Context: an optimization exercise on an open-source flow, tuned for small area. The choices shown serve that exercise and are no tape-out recipe.
In this exercise RTL edits were held to simulation tests only and were not proved equivalent to the original.

==> build 20 <==
// pulse_arrays
module pulse_arrays #(
    parameter   WIDTH_left     =   8,
    parameter   WIDTH_up       =   8,
    parameter   WIDTH_out      =   16,
    parameter   Mritx_M   =   4,
    parameter   Mritx_N   =   4,
    parameter   Mritx_L   =   4,
    parameter   Mritx_LOG2_size  =   10
)(
    input   clk,
    input   rst,
    input   wire    valid_left,
    input   wire    valid_up,
    input   wire  [31:0]   left,
    input   wire  [31:0]   up,
    output  reg     ready,
    output  wire  [63:0]   product
);
==> flow/config.mk <==
export PLATFORM = sky130hd
export DESIGN_NAME = pulse_arrays
export DESIGN_NICKNAME = pulse_arrays
export VERILOG_FILES = /design/flow/design.v
export SDC_FILE = /design/flow/constraint.sdc
export NUM_CORES = 4
export LEC_CHECK = 0
export CAP_MARGIN = 20
export CORE_MARGIN = 2
export CORE_UTILIZATION = 60
export GPL_TIMING_DRIVEN = 0
export PLACE_DENSITY = 0.75
export SLEW_MARGIN = 20
export SYNTH_HIERARCHICAL = 1
==> flow/constraint.sdc <==
create_clock -name core_clock -period 5.0 [get_ports {clk}]
set_input_delay 1.0000 -clock core_clock [delete_from_list [all_inputs] [get_ports {clk}]]
set_output_delay 1.0000 -clock core_clock [all_outputs]
set_load 0.01 [all_outputs]
standard.sh (not shown) runs the stock make flow with config.mk's settings and CLKGATE_MAP_FILE= SYNTH_SCRIPT=/design/flow/synth_recipe.tcl, a recipe that flattens the netlist after the stock synthesis.
==> flow/flow/run.sh <==
#!/bin/bash
# The standard layout flow (bash standard.sh), with two changes:
# - the buffers that buffer_ports puts on every input and output port are the
#   smallest buffer cell (buf_1) instead of the cell buffer_ports picks;
# - clock tree synthesis builds the tree from clkbuf_4 with sink clusters of
#   at most 10 sinks and 50 um, and inserts no dummy loads.
set -euo pipefail
export BUFFER_PORTS_ARGS="-buffer_cell sky130_fd_sc_hd__buf_1"
export CTS_ARGS="-sink_clustering_enable -repair_clock_nets -sink_clustering_size 10 -sink_clustering_max_diameter 50 -buf_list sky130_fd_sc_hd__clkbuf_4 -dont_use_dummy_load"
bash standard.sh finish > standard.log 2>&1
==> inputs of build 5, as changes to build 20 <==
--- a/flow/design.v
+++ b/flow/design.v
@@ -118,15 +118,15 @@
     wire s9, c9;
     pulse_arrays_fa u10 (.a(ppn_2_1), .b(c6), .c(s8), .s(s9), .co(c9));
     wire s10, c10;
     pulse_arrays_fa u11 (.a(accn[6]), .b(ppn_0_6), .c(ppn_1_4), .s(s10), .co(c10));
     wire s11, c11;
     pulse_arrays_fa u12 (.a(ppn_2_2), .b(ppn_3_0), .c(c8), .s(s11), .co(c11));
     wire s12, c12;
-    pulse_arrays_fa u13 (.a(s10), .b(c9), .c(s11), .s(s12), .co(c12));
+    pulse_arrays_fa u13 (.a(s10), .b(c9), .c(1'b1), .s(s12), .co(c12));
     wire s13, c13;
     pulse_arrays_fa u14 (.a(accn[7]), .b(ppn_0_7), .c(ppn_1_5), .s(s13), .co(c13));
     wire s14, c14;
     pulse_arrays_fa u15 (.a(ppn_2_3), .b(ppn_3_1), .c(c10), .s(s14), .co(c14));
     wire s15, c15;
     pulse_arrays_fa u16 (.a(s13), .b(c11), .c(s14), .s(s15), .co(c15));
     wire s16, c16;
@@ -142,62 +142,66 @@
     wire s21, c21;
     pulse_arrays_fa u22 (.a(s19), .b(c17), .c(s20), .s(s21), .co(c21));
     wire s22, c22;
     pulse_arrays_fa u23 (.a(accn[10]), .b(ppn_1_8), .c(ppn_2_6), .s(s22), .co(c22));
     wire s23, c23;
     pulse_arrays_fa u24 (.a(ppn_3_4), .b(c19), .c(s22), .s(s23), .co(c23));
     wire s24, c24;
-    pulse_arrays_fa u25 (.a(c20), .b(s23), .c(c21), .s(s24), .co(c24));
+    pulse_arrays_fa u25 (.a(c20), .b(s23), .c(1'b1), .s(s24), .co(c24));
     wire s25, c25;
     pulse_arrays_fa u26 (.a(accn[11]), .b(ppn_1_9), .c(ppn_2_7), .s(s25), .co(c25));
     wire s26, c26;
     pulse_arrays_fa u27 (.a(ppn_3_5), .b(c22), .c(s25), .s(s26), .co(c26));
     wire s27, c27;
-    pulse_arrays_fa u28 (.a(c23), .b(s26), .c(c24), .s(s27), .co(c27));
+    pulse_arrays_fa u28 (.a(c23), .b(s26), .c(1'b1), .s(s27), .co(c27));
     wire s28, c28;
     pulse_arrays_fa u29 (.a(accn[12]), .b(ppn_2_8), .c(ppn_3_6), .s(s28), .co(c28));
     wire s29, c29;
     pulse_arrays_fa u30 (.a(c25), .b(s28), .c(c26), .s(s29), .co(c29));
     wire s30, c30;
     pulse_arrays_fa u31 (.a(accn[13]), .b(ppn_2_9), .c(ppn_3_7), .s(s30), .co(c30));
     wire s31, c31;
-    pulse_arrays_fa u32 (.a(c28), .b(s30), .c(c29), .s(s31), .co(c31));
+    pulse_arrays_fa u32 (.a(c28), .b(s30), .c(1'b1), .s(s31), .co(c31));
     wire s32, c32;
     pulse_arrays_fa u33 (.a(accn[14]), .b(ppn_3_8), .c(c30), .s(s32), .co(c32));
     wire s33 = accn[15] ^ ppn_3_9 ^ c32;
     wire s34, c34;
     pulse_arrays_ha u35 (.a(s7), .b(c5), .s(s34), .co(c34));
     wire s35, c35;
     pulse_arrays_ha u36 (.a(c7), .b(s9), .s(s35), .co(c35));
-    wire p36 = ~s12;
+    wire s36, c36;
+    pulse_arrays_ha u37 (.a(s11), .b(s12), .s(s36), .co(c36));
     wire s37, c37;
     pulse_arrays_ha u38 (.a(c12), .b(s15), .s(s37), .co(c37));
     wire s38, c38;
     pulse_arrays_ha u39 (.a(c15), .b(s18), .s(s38), .co(c38));
     wire s39, c39;
     pulse_arrays_ha u40 (.a(c18), .b(s21), .s(s39), .co(c39));
-    wire p40 = ~s24;
-    wire p41 = ~s27;
+    wire s40, c40;
+    pulse_arrays_ha u41 (.a(c21), .b(s24), .s(s40), .co(c40));
+    wire s41, c41;
+    pulse_arrays_ha u42 (.a(c24), .b(s27), .s(s41), .co(c41));
     wire s42, c42;
     pulse_arrays_ha u43 (.a(s29), .b(c27), .s(s42), .co(c42));
-    wire p43 = ~s31;
+    wire s43, c43;
+    pulse_arrays_ha u44 (.a(s31), .b(c29), .s(s43), .co(c43));
     wire s44, c44;
-    pulse_arrays_ha u45 (.a(s32), .b(c31), .s(s44), .co(c44));
+    pulse_arrays_ha u45 (.a(c31), .b(s32), .s(s44), .co(c44));
     wire p45 = ~s33;
     wire gg46 = c34 | s34;
     wire gg47 = c35 | (s35 & gg46);
     wire pq47 = s35 & 1'b0;
-    wire gg48 = c37 | (s37 & s12);
-    wire pq48 = s37 & p36;
+    wire gg48 = c37 | (s37 & c36);
+    wire pq48 = s37 & s36;
     wire gg49 = c39 | (s39 & c38);
     wire pq49 = s39 & s38;
-    wire gg50 = s27 | (p41 & s24);
-    wire pq50 = p41 & p40;
-    wire gg51 = s31 | (p43 & c42);
-    wire pq51 = p43 & s42;
+    wire gg50 = c41 | (s41 & c40);
+    wire pq50 = s41 & s40;
+    wire gg51 = c43 | (s43 & c42);
+    wire pq51 = s43 & s42;
     wire gg52 = s33 | (p45 & c44);
     wire pq52 = p45 & s44;
     wire gg53 = gg48 | (pq48 & gg47);
     wire pq53 = pq48 & pq47;
     wire gg54 = gg50 | (pq50 & gg49);
     wire pq54 = pq50 & pq49;
     wire gg55 = gg52 | (pq52 & gg51);
@@ -206,25 +210,25 @@
     wire pq56 = pq54 & pq53;
     wire gg57 = gg55 | (pq55 & gg56);
     wire pq57 = pq55 & pq56;
     wire gg58 = gg49 | (pq49 & gg53);
     wire pq58 = pq49 & pq53;
     wire gg59 = gg51 | (pq51 & gg56);
     wire pq59 = pq51 & pq56;
-    wire gg60 = s12 | (p36 & gg47);
-    wire pq60 = p36 & pq47;
+    wire gg60 = c36 | (s36 & gg47);
+    wire pq60 = s36 & pq47;
     wire gg61 = c38 | (s38 & gg53);
     wire pq61 = s38 & pq53;
-    wire gg62 = s24 | (p40 & gg58);
-    wire pq62 = p40 & pq58;
+    wire gg62 = c40 | (s40 & gg58);
+    wire pq62 = s40 & pq58;
     wire gg63 = c42 | (s42 & gg56);
     wire pq63 = s42 & pq56;
     wire gg64 = c44 | (s44 & gg59);
     wire pq64 = s44 & pq59;
-    assign y = {~(p45 ^ gg64), ~(s44 ^ gg59), ~(p43 ^ gg63), ~(s42 ^ gg56), ~(p41 ^ gg62), ~(p40 ^ gg58), ~(s39 ^ gg61), ~(s38 ^ gg53), ~(s37 ^ gg60), ~(p36 ^ gg47), ~(s35 ^ gg46), ~(s34 ^ 1'b1), ~s5, ~s3, ~s1, ~s0};
+    assign y = {~(p45 ^ gg64), ~(s44 ^ gg59), ~(s43 ^ gg63), ~(s42 ^ gg56), ~(s41 ^ gg62), ~(s40 ^ gg58), ~(s39 ^ gg61), ~(s38 ^ gg53), ~(s37 ^ gg60), ~(s36 ^ gg47), ~(s35 ^ gg46), ~(s34 ^ 1'b1), ~s5, ~s3, ~s1, ~s0};
 endmodule
 module pulse_arrays #(
     parameter   WIDTH_left     =   8,
     parameter   WIDTH_up       =   8,
     parameter   WIDTH_out      =   16,
     parameter   Mritx_M   =   4,
     parameter   Mritx_N   =   4,
==> flow/flow/run.sh (replaced) <==
#!/bin/bash
# The standard layout flow, with two changes:
# - the buffers that buffer_ports puts on every input and output port are the
#   smallest buffer cell (buf_1) instead of the cell buffer_ports picks;
# - clock tree synthesis inserts no dummy loads (its other arguments are the
#   ones the standard flow derives from config.mk).
set -euo pipefail
export BUFFER_PORTS_ARGS="-buffer_cell sky130_fd_sc_hd__buf_1"
export CTS_ARGS="-sink_clustering_enable -repair_clock_nets -sink_clustering_size 10 -sink_clustering_max_diameter 50 -buf_list sky130_fd_sc_hd__clkbuf_4 -dont_use_dummy_load"
bash standard.sh finish > standard.log 2>&1
Settings changed: CORE_UTILIZATION 60 to 45, GPL_TIMING_DRIVEN 0 to not set, PLACE_DENSITY 0.75 to 0.65.
==> inputs of build 89, as changes to build 20 <==
==> flow/flow/run.sh (replaced) <==
#!/bin/bash
# The standard layout flow, with two changes:
# - the buffers that buffer_ports puts on every input and output port are the
#   smallest buffer cell (buf_1) instead of the cell buffer_ports picks;
# - clock tree synthesis inserts no dummy loads (its other arguments are the
#   ones the standard flow derives from config.mk).
set -euo pipefail
export BUFFER_PORTS_ARGS="-buffer_cell sky130_fd_sc_hd__buf_1"
export CTS_ARGS="-sink_clustering_enable -repair_clock_nets -sink_clustering_size 12 -sink_clustering_max_diameter 45 -buf_list sky130_fd_sc_hd__clkbuf_4 -dont_use_dummy_load"
bash standard.sh finish > standard.log 2>&1
Settings changed: GPL_TIMING_DRIVEN 0 to not set.
==> inputs of trial 2, as changes to build 20 <==
--- a/flow/design.v
+++ b/flow/design.v
@@ -118,15 +118,15 @@
     wire s9, c9;
     pulse_arrays_fa u10 (.a(ppn_2_1), .b(c6), .c(s8), .s(s9), .co(c9));
     wire s10, c10;
     pulse_arrays_fa u11 (.a(accn[6]), .b(ppn_0_6), .c(ppn_1_4), .s(s10), .co(c10));
     wire s11, c11;
     pulse_arrays_fa u12 (.a(ppn_2_2), .b(ppn_3_0), .c(c8), .s(s11), .co(c11));
     wire s12, c12;
-    pulse_arrays_fa u13 (.a(s10), .b(c9), .c(s11), .s(s12), .co(c12));
+    pulse_arrays_fa u13 (.a(s10), .b(c9), .c(1'b1), .s(s12), .co(c12));
     wire s13, c13;
     pulse_arrays_fa u14 (.a(accn[7]), .b(ppn_0_7), .c(ppn_1_5), .s(s13), .co(c13));
     wire s14, c14;
     pulse_arrays_fa u15 (.a(ppn_2_3), .b(ppn_3_1), .c(c10), .s(s14), .co(c14));
     wire s15, c15;
     pulse_arrays_fa u16 (.a(s13), .b(c11), .c(s14), .s(s15), .co(c15));
     wire s16, c16;
@@ -142,62 +142,66 @@
     wire s21, c21;
     pulse_arrays_fa u22 (.a(s19), .b(c17), .c(s20), .s(s21), .co(c21));
     wire s22, c22;
     pulse_arrays_fa u23 (.a(accn[10]), .b(ppn_1_8), .c(ppn_2_6), .s(s22), .co(c22));
     wire s23, c23;
     pulse_arrays_fa u24 (.a(ppn_3_4), .b(c19), .c(s22), .s(s23), .co(c23));
     wire s24, c24;
-    pulse_arrays_fa u25 (.a(c20), .b(s23), .c(c21), .s(s24), .co(c24));
+    pulse_arrays_fa u25 (.a(c20), .b(s23), .c(1'b1), .s(s24), .co(c24));
     wire s25, c25;
     pulse_arrays_fa u26 (.a(accn[11]), .b(ppn_1_9), .c(ppn_2_7), .s(s25), .co(c25));
     wire s26, c26;
     pulse_arrays_fa u27 (.a(ppn_3_5), .b(c22), .c(s25), .s(s26), .co(c26));
     wire s27, c27;
-    pulse_arrays_fa u28 (.a(c23), .b(s26), .c(c24), .s(s27), .co(c27));
+    pulse_arrays_fa u28 (.a(c23), .b(s26), .c(1'b1), .s(s27), .co(c27));
     wire s28, c28;
     pulse_arrays_fa u29 (.a(accn[12]), .b(ppn_2_8), .c(ppn_3_6), .s(s28), .co(c28));
     wire s29, c29;
     pulse_arrays_fa u30 (.a(c25), .b(s28), .c(c26), .s(s29), .co(c29));
     wire s30, c30;
     pulse_arrays_fa u31 (.a(accn[13]), .b(ppn_2_9), .c(ppn_3_7), .s(s30), .co(c30));
     wire s31, c31;
-    pulse_arrays_fa u32 (.a(c28), .b(s30), .c(c29), .s(s31), .co(c31));
+    pulse_arrays_fa u32 (.a(c28), .b(s30), .c(1'b1), .s(s31), .co(c31));
     wire s32, c32;
     pulse_arrays_fa u33 (.a(accn[14]), .b(ppn_3_8), .c(c30), .s(s32), .co(c32));
     wire s33 = accn[15] ^ ppn_3_9 ^ c32;
     wire s34, c34;
     pulse_arrays_ha u35 (.a(s7), .b(c5), .s(s34), .co(c34));
     wire s35, c35;
     pulse_arrays_ha u36 (.a(c7), .b(s9), .s(s35), .co(c35));
-    wire p36 = ~s12;
+    wire s36, c36;
+    pulse_arrays_ha u37 (.a(s11), .b(s12), .s(s36), .co(c36));
     wire s37, c37;
     pulse_arrays_ha u38 (.a(c12), .b(s15), .s(s37), .co(c37));
     wire s38, c38;
     pulse_arrays_ha u39 (.a(c15), .b(s18), .s(s38), .co(c38));
     wire s39, c39;
     pulse_arrays_ha u40 (.a(c18), .b(s21), .s(s39), .co(c39));
-    wire p40 = ~s24;
-    wire p41 = ~s27;
+    wire s40, c40;
+    pulse_arrays_ha u41 (.a(c21), .b(s24), .s(s40), .co(c40));
+    wire s41, c41;
+    pulse_arrays_ha u42 (.a(c24), .b(s27), .s(s41), .co(c41));
     wire s42, c42;
     pulse_arrays_ha u43 (.a(s29), .b(c27), .s(s42), .co(c42));
-    wire p43 = ~s31;
+    wire s43, c43;
+    pulse_arrays_ha u44 (.a(s31), .b(c29), .s(s43), .co(c43));
     wire s44, c44;
-    pulse_arrays_ha u45 (.a(s32), .b(c31), .s(s44), .co(c44));
+    pulse_arrays_ha u45 (.a(c31), .b(s32), .s(s44), .co(c44));
     wire p45 = ~s33;
     wire gg46 = c34 | s34;
     wire gg47 = c35 | (s35 & gg46);
     wire pq47 = s35 & 1'b0;
-    wire gg48 = c37 | (s37 & s12);
-    wire pq48 = s37 & p36;
+    wire gg48 = c37 | (s37 & c36);
+    wire pq48 = s37 & s36;
     wire gg49 = c39 | (s39 & c38);
     wire pq49 = s39 & s38;
-    wire gg50 = s27 | (p41 & s24);
-    wire pq50 = p41 & p40;
-    wire gg51 = s31 | (p43 & c42);
-    wire pq51 = p43 & s42;
+    wire gg50 = c41 | (s41 & c40);
+    wire pq50 = s41 & s40;
+    wire gg51 = c43 | (s43 & c42);
+    wire pq51 = s43 & s42;
     wire gg52 = s33 | (p45 & c44);
     wire pq52 = p45 & s44;
     wire gg53 = gg48 | (pq48 & gg47);
     wire pq53 = pq48 & pq47;
     wire gg54 = gg50 | (pq50 & gg49);
     wire pq54 = pq50 & pq49;
     wire gg55 = gg52 | (pq52 & gg51);
@@ -206,25 +210,25 @@
     wire pq56 = pq54 & pq53;
     wire gg57 = gg55 | (pq55 & gg56);
     wire pq57 = pq55 & pq56;
     wire gg58 = gg49 | (pq49 & gg53);
     wire pq58 = pq49 & pq53;
     wire gg59 = gg51 | (pq51 & gg56);
     wire pq59 = pq51 & pq56;
-    wire gg60 = s12 | (p36 & gg47);
-    wire pq60 = p36 & pq47;
+    wire gg60 = c36 | (s36 & gg47);
+    wire pq60 = s36 & pq47;
     wire gg61 = c38 | (s38 & gg53);
     wire pq61 = s38 & pq53;
-    wire gg62 = s24 | (p40 & gg58);
-    wire pq62 = p40 & pq58;
+    wire gg62 = c40 | (s40 & gg58);
+    wire pq62 = s40 & pq58;
     wire gg63 = c42 | (s42 & gg56);
     wire pq63 = s42 & pq56;
     wire gg64 = c44 | (s44 & gg59);
     wire pq64 = s44 & pq59;
-    assign y = {~(p45 ^ gg64), ~(s44 ^ gg59), ~(p43 ^ gg63), ~(s42 ^ gg56), ~(p41 ^ gg62), ~(p40 ^ gg58), ~(s39 ^ gg61), ~(s38 ^ gg53), ~(s37 ^ gg60), ~(p36 ^ gg47), ~(s35 ^ gg46), ~(s34 ^ 1'b1), ~s5, ~s3, ~s1, ~s0};
+    assign y = {~(p45 ^ gg64), ~(s44 ^ gg59), ~(s43 ^ gg63), ~(s42 ^ gg56), ~(s41 ^ gg62), ~(s40 ^ gg58), ~(s39 ^ gg61), ~(s38 ^ gg53), ~(s37 ^ gg60), ~(s36 ^ gg47), ~(s35 ^ gg46), ~(s34 ^ 1'b1), ~s5, ~s3, ~s1, ~s0};
 endmodule
 module pulse_arrays #(
     parameter   WIDTH_left     =   8,
     parameter   WIDTH_up       =   8,
     parameter   WIDTH_out      =   16,
     parameter   Mritx_M   =   4,
     parameter   Mritx_N   =   4,
==> flow/flow/run.sh (replaced) <==
#!/bin/bash
# The standard layout flow, with two changes:
# - the buffers that buffer_ports puts on every input and output port are the
#   smallest buffer cell (buf_1) instead of the cell buffer_ports picks;
# - clock tree synthesis inserts no dummy loads (its other arguments are the
#   ones the standard flow derives from config.mk).
set -euo pipefail
export BUFFER_PORTS_ARGS="-buffer_cell sky130_fd_sc_hd__buf_1"
export CTS_ARGS="-sink_clustering_enable -repair_clock_nets -sink_clustering_size 10 -sink_clustering_max_diameter 50 -buf_list sky130_fd_sc_hd__clkbuf_4 -dont_use_dummy_load"
bash standard.sh finish > standard.log 2>&1
Settings changed: GPL_TIMING_DRIVEN 0 to not set.
==> results.py <==
metrics = {
    "outcome": {
        "status": "finished clean",
    },
    "placement": {
        "numPortBuffers": 130,
    },
    "drt": {
        "routedLengthMet1_um": 15900,
        "wire_per_inst_um": 19.5,
    },
    "worst_setup_path": {
        "cp_max_fo": 7,
        "r2r_cells": 17,
    },
    "timing": {
        "hold_ws_ns": 0.255,
    },
}
# the run above: build 20

==> results.py <==
metrics = {
    "outcome": {
        "status": "finished clean",
    },
    "worst_setup_path": {
        "r2r_cells": 17,
        "endpoint_kind": "register",
    },
    "synthesis": {
        "yosysSeqAreaShare_pct": 55.9,
        "ys_warn_count": 25,
    },
    "placement": {
        "numPortBuffers": 132,
    },
    "timing": {
        "hold_ws_ns": 0.295,
        "period_needed_ns": 4.75,
    },
    "drt": {
        "drt_iter0_drc": 1534,
        "wire_per_inst_um": 18.4,
    },
    "global_routing": {
        "busiest_layer": "met2",
    },
}
# the run above: build 5

==> results.py <==
metrics = {
    "outcome": {
        "status": "finished clean",
    },
    "cts": {
        "clk_path_buf_depth": 3,
    },
    "drt": {
        "routedLengthMet1_um": 16000,
        "wire_per_inst_um": 19.3,
    },
    "placement": {
        "numPortBuffers": 132,
    },
    "worst_setup_path": {
        "r2r_cells": 14,
        "cp.depth": 14,
    },
    "flow_run": {
        "drv_cap": 0,
    },
    "finish": {
        "nClkBuffers": 54,
    },
    "synthesis": {
        "synth-compound-area-share_pct": 6.85,
    },
    "floorplanning": {
        "start_util_pct": 61.0,
        "io_pins": 133,
    },
}
# the run above: build 89

==> results.py <==
metrics = {
    "outcome": {
        "status": "finished clean",
    },
    "timing": {
        "hold_ws_ns": 0.239,
    },
    "worst_setup_path": {
        "r2r_cells": 17,
        "crit_buf_inv": 0,
        "cp_max_fo": 8,
    },
    "synthesis": {
        "yosys.area_share.simple_pct": 5.36,
    },
    "hold_path": {
        "whs_endpoint": "r2[1][5]",
    },
    "drt": {
        "routedLengthMet1_um": 16000,
    },
    "placement": {
        "numPortBuffers": 132,
    },
    "floorplanning": {
        "num_tap_cells": 402,
    },
}
# the run above: trial 2

-- afterwards: timing with drivers on the ports --
In the flow no input, the clock included, has a driving cell. The finished layouts below were timed again as built, in two steps. Step 1 sets driving cells, clkbuf_16 on the clock port and buf_2 on the other inputs (assumed; they add their load-dependent delay and slew). Step 2, shift: input delay + t, output delay - t, t = (earliest + latest rising clock arrival at the registers) / 2. This alone moves slack from input paths to output paths. Slacks: ideal / step 1 / step 2; pairs: ideal / step 1.
run | shift t [ns] | setup WS [ns] | worst setup path at the end | worst data-port slew with drivers (ns)
build 20 | 0.760 | 0.217 / 0.217 / 0.217 | register to register | 0.06
build 5 | 0.841 | 0.250 / 0.250 / 0.250 | register to register | 0.07
build 89 | 0.746 | 0.220 / 0.220 / 0.220 | register to register | 0.05
trial 2 | 0.756 | 0.228 / 0.228 / 0.228 | register to register | 0.07
After both steps every run listed still meets setup and hold.
